This is an optimization exercise on Yosys and OpenROAD, whose aim is small area, a short achievable clock period and few clock cycles, not a production implementation.
The RTL was checked by simulation tests, not by an equivalence proof against the original design.

==> v6: inputs <==
==> flow/design.v (excerpt) <==
module fp_unit_new(
    input clk,
    input nreset,
    input input_ready,
    input [31 : 0] a,
    input [31 : 0] b,
    input [2 : 0] round_mode,
    input [1 : 0] op,  
    output [31 : 0] z,
    output reg done,
    output busy,
    output reg dz,  
    output reg of,  
    output reg uf,  
    output reg nx,  
    output reg nv  
);
Settings: LEC_CHECK=0, CAP_MARGIN=20, CORE_MARGIN=2, CORE_UTILIZATION=40, SETUP_SLACK_MARGIN=5, SLEW_MARGIN=20; clock period 10.0 ns.
run.sh (not shown) runs the stock make flow with config.mk's settings and CLKGATE_MAP_FILE= SYNTH_SCRIPT=/design/flow/synth_recipe.tcl, a recipe that flattens the netlist after the stock synthesis.
==> v27 (differences from v6) <==
--- a/flow/design.v
+++ b/flow/design.v
@@ -65,15 +65,12 @@
                    else if (bz) ek_in = az ? EK_NANNV : EK_DZ;
             2'b10: if (amax && bmax && (sa ^ sb)) ek_in = EK_NANNV;
             2'b11: if (sa) ek_in = EK_NANNV;
         endcase
     end
     wire par = a[23] || !ha;        
-    wire [3:0] sqn = par ? {3'b000, ma[23]} : ma[23:20];
-    wire [1:0] sqd = (sqn >= 4'd9) ? 2'd3 : (sqn >= 4'd4) ? 2'd2 : (sqn != 4'd0) ? 2'd1 : 2'd0;
-    wire [3:0] sqr = sqn - {sqd[1] & sqd[0], sqd[1] & ~sqd[0], 1'b0, sqd[0]};  
     wire swp_in = (eb > ea);
     wire both_low = (ea[7:1] == 7'd0) && (eb[7:1] == 7'd0);
     wire [7:0] dexp_in = both_low ? 8'd0 : (swp_in ? eb - ea : ea - eb);
     wire [7:0] xa = E[7:0], xb = EB;
     wire xha = |xa, xhb = |xb;
     wire [7:0] xa1 = xha ? xa : 8'd1;
@@ -146,55 +143,49 @@
                        ({30{~selx & ~sely & ~selz}} & A);
     wire [29:0] r_adder = ({30{m_mul}} & {{4{rsel[29]}}, rsel[29:4]}) |
                           ({30{m_div4}} & {rsel[27:0], 2'b00}) |
                           ({30{m_div2}} & {rsel[28:0], 1'b0}) |
                           ({30{m_sqrt}} & {rsel[25:0], D[27:24]}) |
                           ({30{m_add}} & rsel);
-    wire mulsrc = st[I_ROUND] & (opr == 2'b00);
-    wire mshift = mulsrc & ~R[19] & ~R[18];      
-    wire mlow = mulsrc & ~R[19];                 
-    wire [25:0] W = mulsrc ? (R[19] ? {R[19:0], Q[27:22]} : {R[18:0], Q[27:21]}) : Q[25:0];
-    wire wst = mulsrc & (R[19] ? (Q[21:0] != 22'd0) : (Q[20:0] != 21'd0));
-    wire stk = ST | wst | (opr[0] & (R != 30'd0));
-    wire rg = W[1], rr = W[0], rl = W[2];
+    wire stk = ST | (opr[0] & (R != 30'd0));
+    wire rg = Q[1], rr = Q[0], rl = Q[2];
     reg rinc;
     always @(*) begin
         case (rmr)
             3'b001: rinc = 1'b0;
             3'b010: rinc = S & (rg | rr);
             3'b011: rinc = ~S & (rg | rr);
             3'b100: rinc = rg;
             default: rinc = rl ? rg : (rg & rr);
         endcase
     end
-    wire [23:0] rsum = {1'b0, W[24:2]} + {23'd0, rinc};
+    wire [23:0] rsum = {1'b0, Q[24:2]} + {23'd0, rinc};
     wire rovf = rsum[23];
     wire [22:0] rfrac = rsum[22:0];
     wire rnx = stk | rg | rr;
-    wire signed [9:0] Ew = mlow ? E - 10'sd1 : E;
-    wire e_ge255 = (Ew >= 10'sd255);
-    wire e_eq254 = (Ew == 10'sd254);
-    wire e_le0 = (Ew <= 10'sd0);
-    wire e_eq0 = (Ew == 10'sd0);
-    wire e_ltm23 = (Ew < -10'sd23);
-    wire e_eqm23 = (Ew == -10'sd23);
+    wire e_ge255 = (E >= 10'sd255);
+    wire e_eq254 = (E == 10'sd254);
+    wire e_le0 = (E <= 10'sd0);
+    wire e_eq0 = (E == 10'sd0);
+    wire e_ltm23 = (E < -10'sd23);
+    wire e_eqm23 = (E == -10'sd23);
     wire r_of = e_ge255 | (e_eq254 & rovf);
     wire r_den = e_le0 & ~(e_eq0 & rovf);
     wire r_ufz = e_ltm23 | (e_eqm23 & ~rovf);
     wire early = first && (ek != EK_NONE || (opr == 2'b10 && xfar));
     wire signed [9:0] ebase = first ? e_init : E;
     reg signed [9:0] edelta;
     always @(*) begin
         edelta = 10'sd0;
-        if (st[I_MNORM]) edelta = -10'sd1;
+        if (st[I_MNORM] & ~R[19]) edelta = -10'sd1;
         if (st[I_SQRT] & (CNT == 8'd1)) edelta = sqp ? -10'sd1 : -10'sd2;
         if (st[I_DIVN]) edelta = 10'sd1;
         if (st[I_DIV2]) edelta = -10'sd1;
         if (st[I_DIV4]) edelta = Q[24] ? -10'sd1 : -10'sd2;
         if (st[I_NORM]) edelta = (Q[25:0] == 26'd0) ? ((opr == 2'b11) ? -10'sd25 : -10'sd26) : (Q[25] ? 10'sd0 : (Q[24] ? -10'sd1 : -10'sd2));
-        if (st[I_ROUND] & ~mshift) edelta = (rovf & ~mlow) ? 10'sd1 : ((mlow & ~rovf) ? -10'sd1 : 10'sd0);
+        if (st[I_ROUND] & rovf) edelta = 10'sd1;
         if (st[I_DENORM]) edelta = 10'sd1;
     end
     wire signed [9:0] enext = ebase + edelta;
     wire signed [9:0] ebase1 = ebase + 10'sd1;
     always @(posedge clk, negedge nreset) begin
         if (!nreset) begin
@@ -253,18 +244,18 @@
                             swp <= swp_in;
                             CNT <= dexp_in;
                             Q <= 28'd0;
                         end
                         default: begin
                             st[I_SQRT] <= 1'b1;
-                            R <= {23'd0, sqr[2:0], par ? ma[22:19] : ma[19:16]};
-                            D <= par ? {ma[18:0], 9'b0} : {ma[15:0], 12'b0};
-                            Q <= {26'd0, sqd};
+                            R <= par ? {29'd0, ma[23]} : {26'd0, ma[23:20]};
+                            D <= par ? {ma[22:0], 5'b0} : {ma[19:0], 8'b0};
+                            Q <= 28'd0;
                             S <= 1'b0;
                             sqp <= par;
-                            CNT <= par ? 8'd12 : 8'd11;
+                            CNT <= par ? 8'd13 : 8'd12;
                         end
                     endcase
                 end
             end else if (early) begin
                 st <= {NS{1'b0}};
                 busy_r <= 1'b0;
@@ -292,18 +283,27 @@
                 if (rfast) R <= r_adder;
                 if (st[I_MUL]) begin
                     Q <= {sx[3:0], Q[27:4]};
                     {bneg0, btwo0, bone0} <= bn0;
                     {bneg1, btwo1, bone1} <= bn1;
                     CNT <= CNT - 8'd1;
-                    if (CNT == 8'd1) begin st[I_MUL] <= 1'b0; st[I_ROUND] <= 1'b1; end
+                    if (CNT == 8'd1) begin st[I_MUL] <= 1'b0; st[I_MNORM] <= 1'b1; end
                 end
                 if (st[I_MNORM]) begin
-                    R <= {R[28:0], Q[27]};
-                    Q <= {Q[26:0], 1'b0};
-                    if (R[17]) begin st[I_MNORM] <= 1'b0; st[I_ROUND] <= 1'b1; end
+                    if (R[19]) begin
+                        Q <= {2'b0, R[19:0], Q[27:22]};
+                        ST <= ST | (Q[21:0] != 22'd0);
+                        st[I_MNORM] <= 1'b0; st[I_ROUND] <= 1'b1;
+                    end else if (R[18]) begin
+                        Q <= {2'b0, R[18:0], Q[27:21]};
+                        ST <= ST | (Q[20:0] != 21'd0);
+                        st[I_MNORM] <= 1'b0; st[I_ROUND] <= 1'b1;
+                    end else begin
+                        R <= {R[28:0], Q[27]};
+                        Q <= {Q[26:0], 1'b0};
+                    end
                 end
                 if (st[I_DIVN]) begin
                     D <= {D[26:0], 1'b0};
                     CNT <= CNT + 8'd1;
                     if (D[22]) begin st[I_DIVN] <= 1'b0; st[I_DIV2] <= 1'b1; end
                 end
@@ -336,18 +336,13 @@
                         end
                     end else begin
                         Q <= {Q[25:0], qd};
                     end
                 end
                 if (st[I_ALIGN]) begin
-                    if (CNT >= 8'd16) begin
-                        D <= {16'd0, D[27:16]};
-                        ST <= ST | (D[15:0] != 16'd0);
-                        CNT <= CNT - 8'd16;
-                        if (CNT == 8'd16) begin st[I_ALIGN] <= 1'b0; st[I_ADDS] <= 1'b1; end
-                    end else if (CNT >= 8'd4) begin
+                    if (CNT >= 8'd4) begin
                         D <= {4'd0, D[27:4]};
                         ST <= ST | (D[3:0] != 4'd0);
                         CNT <= CNT - 8'd4;
                         if (CNT == 8'd4) begin st[I_ALIGN] <= 1'b0; st[I_ADDS] <= 1'b1; end
                     end else begin
                         D <= {1'b0, D[27:1]};
@@ -388,15 +383,13 @@
                         Q <= {Q[25:0], 2'b00};
                         if (Q[23]) begin st[I_NORM] <= 1'b0; st[I_ROUND] <= 1'b1; end
                     end
                 end
                 if (st[I_ROUND]) begin
                     st[I_ROUND] <= 1'b0;
-                    if (mshift) begin
-                        st[I_MNORM] <= 1'b1;
-                    end else if (r_of) begin
+                    if (r_of) begin
                         of <= 1'b1; nx <= 1'b1;
                         done <= 1'b1; busy_r <= 1'b0;
                         if (rmr == 3'b001 || (rmr == 3'b010 && !S) || (rmr == 3'b011 && S)) begin
                             E[7:0] <= 8'hFE; Q[24:2] <= 23'h7FFFFF;
                         end else begin
                             E[7:0] <= 8'hFF; Q[24:2] <= 23'd0;
@@ -404,14 +397,12 @@
                     end else if (r_den) begin
                         if (r_ufz) begin
                             uf <= 1'b1; nx <= 1'b1;
                             S <= 1'b0; E <= 10'sd0; Q[24:2] <= 23'd0;
                             done <= 1'b1; busy_r <= 1'b0;
                         end else begin
-                            Q <= {2'b0, W};
-                            ST <= ST | wst;
                             st[I_DENORM] <= 1'b1;
                         end
                     end else begin
                         Q[24:2] <= rfrac;
                         nx <= rnx;
                         done <= 1'b1; busy_r <= 1'b0;
==> flow/config.mk (replaced) <==
export PLATFORM = sky130hd
export DESIGN_NAME = fp_unit_new
export DESIGN_NICKNAME = fp_unit_new
export VERILOG_FILES = /design/flow/design.v
export SDC_FILE = /design/flow/constraint.sdc
export NUM_CORES = 4
export LEC_CHECK = 0
export ABC_AREA = 1
export CAP_MARGIN = 20
export CORE_MARGIN = 2
export CORE_UTILIZATION = 40
export SETUP_SLACK_MARGIN = 5
export SLEW_MARGIN = 20
==> v26 (differences from v6) <==
--- a/flow/design.v
+++ b/flow/design.v
@@ -146,55 +146,49 @@
                        ({30{~selx & ~sely & ~selz}} & A);
     wire [29:0] r_adder = ({30{m_mul}} & {{4{rsel[29]}}, rsel[29:4]}) |
                           ({30{m_div4}} & {rsel[27:0], 2'b00}) |
                           ({30{m_div2}} & {rsel[28:0], 1'b0}) |
                           ({30{m_sqrt}} & {rsel[25:0], D[27:24]}) |
                           ({30{m_add}} & rsel);
-    wire mulsrc = st[I_ROUND] & (opr == 2'b00);
-    wire mshift = mulsrc & ~R[19] & ~R[18];      
-    wire mlow = mulsrc & ~R[19];                 
-    wire [25:0] W = mulsrc ? (R[19] ? {R[19:0], Q[27:22]} : {R[18:0], Q[27:21]}) : Q[25:0];
-    wire wst = mulsrc & (R[19] ? (Q[21:0] != 22'd0) : (Q[20:0] != 21'd0));
-    wire stk = ST | wst | (opr[0] & (R != 30'd0));
-    wire rg = W[1], rr = W[0], rl = W[2];
+    wire stk = ST | (opr[0] & (R != 30'd0));
+    wire rg = Q[1], rr = Q[0], rl = Q[2];
     reg rinc;
     always @(*) begin
         case (rmr)
             3'b001: rinc = 1'b0;
             3'b010: rinc = S & (rg | rr);
             3'b011: rinc = ~S & (rg | rr);
             3'b100: rinc = rg;
             default: rinc = rl ? rg : (rg & rr);
         endcase
     end
-    wire [23:0] rsum = {1'b0, W[24:2]} + {23'd0, rinc};
+    wire [23:0] rsum = {1'b0, Q[24:2]} + {23'd0, rinc};
     wire rovf = rsum[23];
     wire [22:0] rfrac = rsum[22:0];
     wire rnx = stk | rg | rr;
-    wire signed [9:0] Ew = mlow ? E - 10'sd1 : E;
-    wire e_ge255 = (Ew >= 10'sd255);
-    wire e_eq254 = (Ew == 10'sd254);
-    wire e_le0 = (Ew <= 10'sd0);
-    wire e_eq0 = (Ew == 10'sd0);
-    wire e_ltm23 = (Ew < -10'sd23);
-    wire e_eqm23 = (Ew == -10'sd23);
+    wire e_ge255 = (E >= 10'sd255);
+    wire e_eq254 = (E == 10'sd254);
+    wire e_le0 = (E <= 10'sd0);
+    wire e_eq0 = (E == 10'sd0);
+    wire e_ltm23 = (E < -10'sd23);
+    wire e_eqm23 = (E == -10'sd23);
     wire r_of = e_ge255 | (e_eq254 & rovf);
     wire r_den = e_le0 & ~(e_eq0 & rovf);
     wire r_ufz = e_ltm23 | (e_eqm23 & ~rovf);
     wire early = first && (ek != EK_NONE || (opr == 2'b10 && xfar));
     wire signed [9:0] ebase = first ? e_init : E;
     reg signed [9:0] edelta;
     always @(*) begin
         edelta = 10'sd0;
-        if (st[I_MNORM]) edelta = -10'sd1;
+        if (st[I_MNORM] & ~R[19]) edelta = -10'sd1;
         if (st[I_SQRT] & (CNT == 8'd1)) edelta = sqp ? -10'sd1 : -10'sd2;
         if (st[I_DIVN]) edelta = 10'sd1;
         if (st[I_DIV2]) edelta = -10'sd1;
         if (st[I_DIV4]) edelta = Q[24] ? -10'sd1 : -10'sd2;
         if (st[I_NORM]) edelta = (Q[25:0] == 26'd0) ? ((opr == 2'b11) ? -10'sd25 : -10'sd26) : (Q[25] ? 10'sd0 : (Q[24] ? -10'sd1 : -10'sd2));
-        if (st[I_ROUND] & ~mshift) edelta = (rovf & ~mlow) ? 10'sd1 : ((mlow & ~rovf) ? -10'sd1 : 10'sd0);
+        if (st[I_ROUND] & rovf) edelta = 10'sd1;
         if (st[I_DENORM]) edelta = 10'sd1;
     end
     wire signed [9:0] enext = ebase + edelta;
     wire signed [9:0] ebase1 = ebase + 10'sd1;
     always @(posedge clk, negedge nreset) begin
         if (!nreset) begin
@@ -292,18 +286,27 @@
                 if (rfast) R <= r_adder;
                 if (st[I_MUL]) begin
                     Q <= {sx[3:0], Q[27:4]};
                     {bneg0, btwo0, bone0} <= bn0;
                     {bneg1, btwo1, bone1} <= bn1;
                     CNT <= CNT - 8'd1;
-                    if (CNT == 8'd1) begin st[I_MUL] <= 1'b0; st[I_ROUND] <= 1'b1; end
+                    if (CNT == 8'd1) begin st[I_MUL] <= 1'b0; st[I_MNORM] <= 1'b1; end
                 end
                 if (st[I_MNORM]) begin
-                    R <= {R[28:0], Q[27]};
-                    Q <= {Q[26:0], 1'b0};
-                    if (R[17]) begin st[I_MNORM] <= 1'b0; st[I_ROUND] <= 1'b1; end
+                    if (R[19]) begin
+                        Q <= {2'b0, R[19:0], Q[27:22]};
+                        ST <= ST | (Q[21:0] != 22'd0);
+                        st[I_MNORM] <= 1'b0; st[I_ROUND] <= 1'b1;
+                    end else if (R[18]) begin
+                        Q <= {2'b0, R[18:0], Q[27:21]};
+                        ST <= ST | (Q[20:0] != 21'd0);
+                        st[I_MNORM] <= 1'b0; st[I_ROUND] <= 1'b1;
+                    end else begin
+                        R <= {R[28:0], Q[27]};
+                        Q <= {Q[26:0], 1'b0};
+                    end
                 end
                 if (st[I_DIVN]) begin
                     D <= {D[26:0], 1'b0};
                     CNT <= CNT + 8'd1;
                     if (D[22]) begin st[I_DIVN] <= 1'b0; st[I_DIV2] <= 1'b1; end
                 end
@@ -336,18 +339,13 @@
                         end
                     end else begin
                         Q <= {Q[25:0], qd};
                     end
                 end
                 if (st[I_ALIGN]) begin
-                    if (CNT >= 8'd16) begin
-                        D <= {16'd0, D[27:16]};
-                        ST <= ST | (D[15:0] != 16'd0);
-                        CNT <= CNT - 8'd16;
-                        if (CNT == 8'd16) begin st[I_ALIGN] <= 1'b0; st[I_ADDS] <= 1'b1; end
-                    end else if (CNT >= 8'd4) begin
+                    if (CNT >= 8'd4) begin
                         D <= {4'd0, D[27:4]};
                         ST <= ST | (D[3:0] != 4'd0);
                         CNT <= CNT - 8'd4;
                         if (CNT == 8'd4) begin st[I_ALIGN] <= 1'b0; st[I_ADDS] <= 1'b1; end
                     end else begin
                         D <= {1'b0, D[27:1]};
@@ -388,15 +386,13 @@
                         Q <= {Q[25:0], 2'b00};
                         if (Q[23]) begin st[I_NORM] <= 1'b0; st[I_ROUND] <= 1'b1; end
                     end
                 end
                 if (st[I_ROUND]) begin
                     st[I_ROUND] <= 1'b0;
-                    if (mshift) begin
-                        st[I_MNORM] <= 1'b1;
-                    end else if (r_of) begin
+                    if (r_of) begin
                         of <= 1'b1; nx <= 1'b1;
                         done <= 1'b1; busy_r <= 1'b0;
                         if (rmr == 3'b001 || (rmr == 3'b010 && !S) || (rmr == 3'b011 && S)) begin
                             E[7:0] <= 8'hFE; Q[24:2] <= 23'h7FFFFF;
                         end else begin
                             E[7:0] <= 8'hFF; Q[24:2] <= 23'd0;
@@ -404,14 +400,12 @@
                     end else if (r_den) begin
                         if (r_ufz) begin
                             uf <= 1'b1; nx <= 1'b1;
                             S <= 1'b0; E <= 10'sd0; Q[24:2] <= 23'd0;
                             done <= 1'b1; busy_r <= 1'b0;
                         end else begin
-                            Q <= {2'b0, W};
-                            ST <= ST | wst;
                             st[I_DENORM] <= 1'b1;
                         end
                     end else begin
                         Q[24:2] <= rfrac;
                         nx <= rnx;
                         done <= 1'b1; busy_r <= 1'b0;
==> flow/config.mk (replaced) <==
export PLATFORM = sky130hd
export DESIGN_NAME = fp_unit_new
export DESIGN_NICKNAME = fp_unit_new
export VERILOG_FILES = /design/flow/design.v
export SDC_FILE = /design/flow/constraint.sdc
export NUM_CORES = 4
export LEC_CHECK = 0
export ABC_AREA = 1
export CAP_MARGIN = 20
export CORE_MARGIN = 2
export CORE_UTILIZATION = 50
export SETUP_SLACK_MARGIN = 5
export SLEW_MARGIN = 20
==> v22 (differences from v6) <==
==> flow/config.mk (replaced) <==
export PLATFORM = sky130hd
export DESIGN_NAME = fp_unit_new
export DESIGN_NICKNAME = fp_unit_new
export VERILOG_FILES = /design/flow/design.v
export SDC_FILE = /design/flow/constraint.sdc
export NUM_CORES = 4
export LEC_CHECK = 0
export ABC_AREA = 1
export CAP_MARGIN = 20
export CORE_MARGIN = 2
export CORE_UTILIZATION = 50
export SETUP_SLACK_MARGIN = 5
export SLEW_MARGIN = 20
==> results.txt <==
Setup slack, lowest first: v22, v6, v26, v27.
Count of clock-buffer cells in the layout: v6 is higher than v26 (1).
Of v22 and v26, v26 has the higher register-to-register slack (gap 0.44 ns).
Cell count: v22 > v27 > v26 > v6.
Area after synthesis is about the same in v26 and v27.
Between v6 and v26, the lower die area is in v26 (gap about 30%, measured against v26).
Sequential cell count is the same in v22 and v6.
Clock skew: v22 > v27 > v6 > v26.
The lowest via count belongs to v6, the highest to v22.
Testbench counts of v6, summed over its fixed seeds: cycles 37,658.
Testbench counts of v27, summed over its fixed seeds: cycles 39,773.
Testbench counts of v26, summed over its fixed seeds: cycles 38,954.
Testbench counts of v22, summed over its fixed seeds: cycles 37,658.

-- what the ideal ports hide --
How much do the figures lean on ideal ports? The routed layouts below were timed once more, with nothing changed but the port constraints. Step 1 (the two cells are an assumption about what drives the block):
set clk [get_ports {clk}]
set_driving_cell -lib_cell sky130_fd_sc_hd__clkbuf_16 $clk
set_driving_cell -lib_cell sky130_fd_sc_hd__buf_2 [delete_from_list [all_inputs] $clk]
Step 2 adds t to the input delays and takes it off the output delays; t is the mean of the earliest and latest rising clock arrival at the registers after step 1. Input paths then give back, and output paths get back, about the clock's delay inside the block. a / b / c = ideal / step 1 / step 2; a / b = the first two.
run	shift t [ns]	setup slack, ns	pins driven straight from the clock port
v6	0.546	4.597 / 4.597 / 4.439	1
v27	0.560	4.981 / 4.981 / 4.623	1
v26	0.560	4.933 / 4.933 / 4.585	1
v22	0.572	4.490 / 4.490 / 4.483	1
After both steps every run listed still meets setup and hold. The setup slack of v27, which loses most, moves by 0.000 ns with the drivers and by -0.358 ns with both steps.
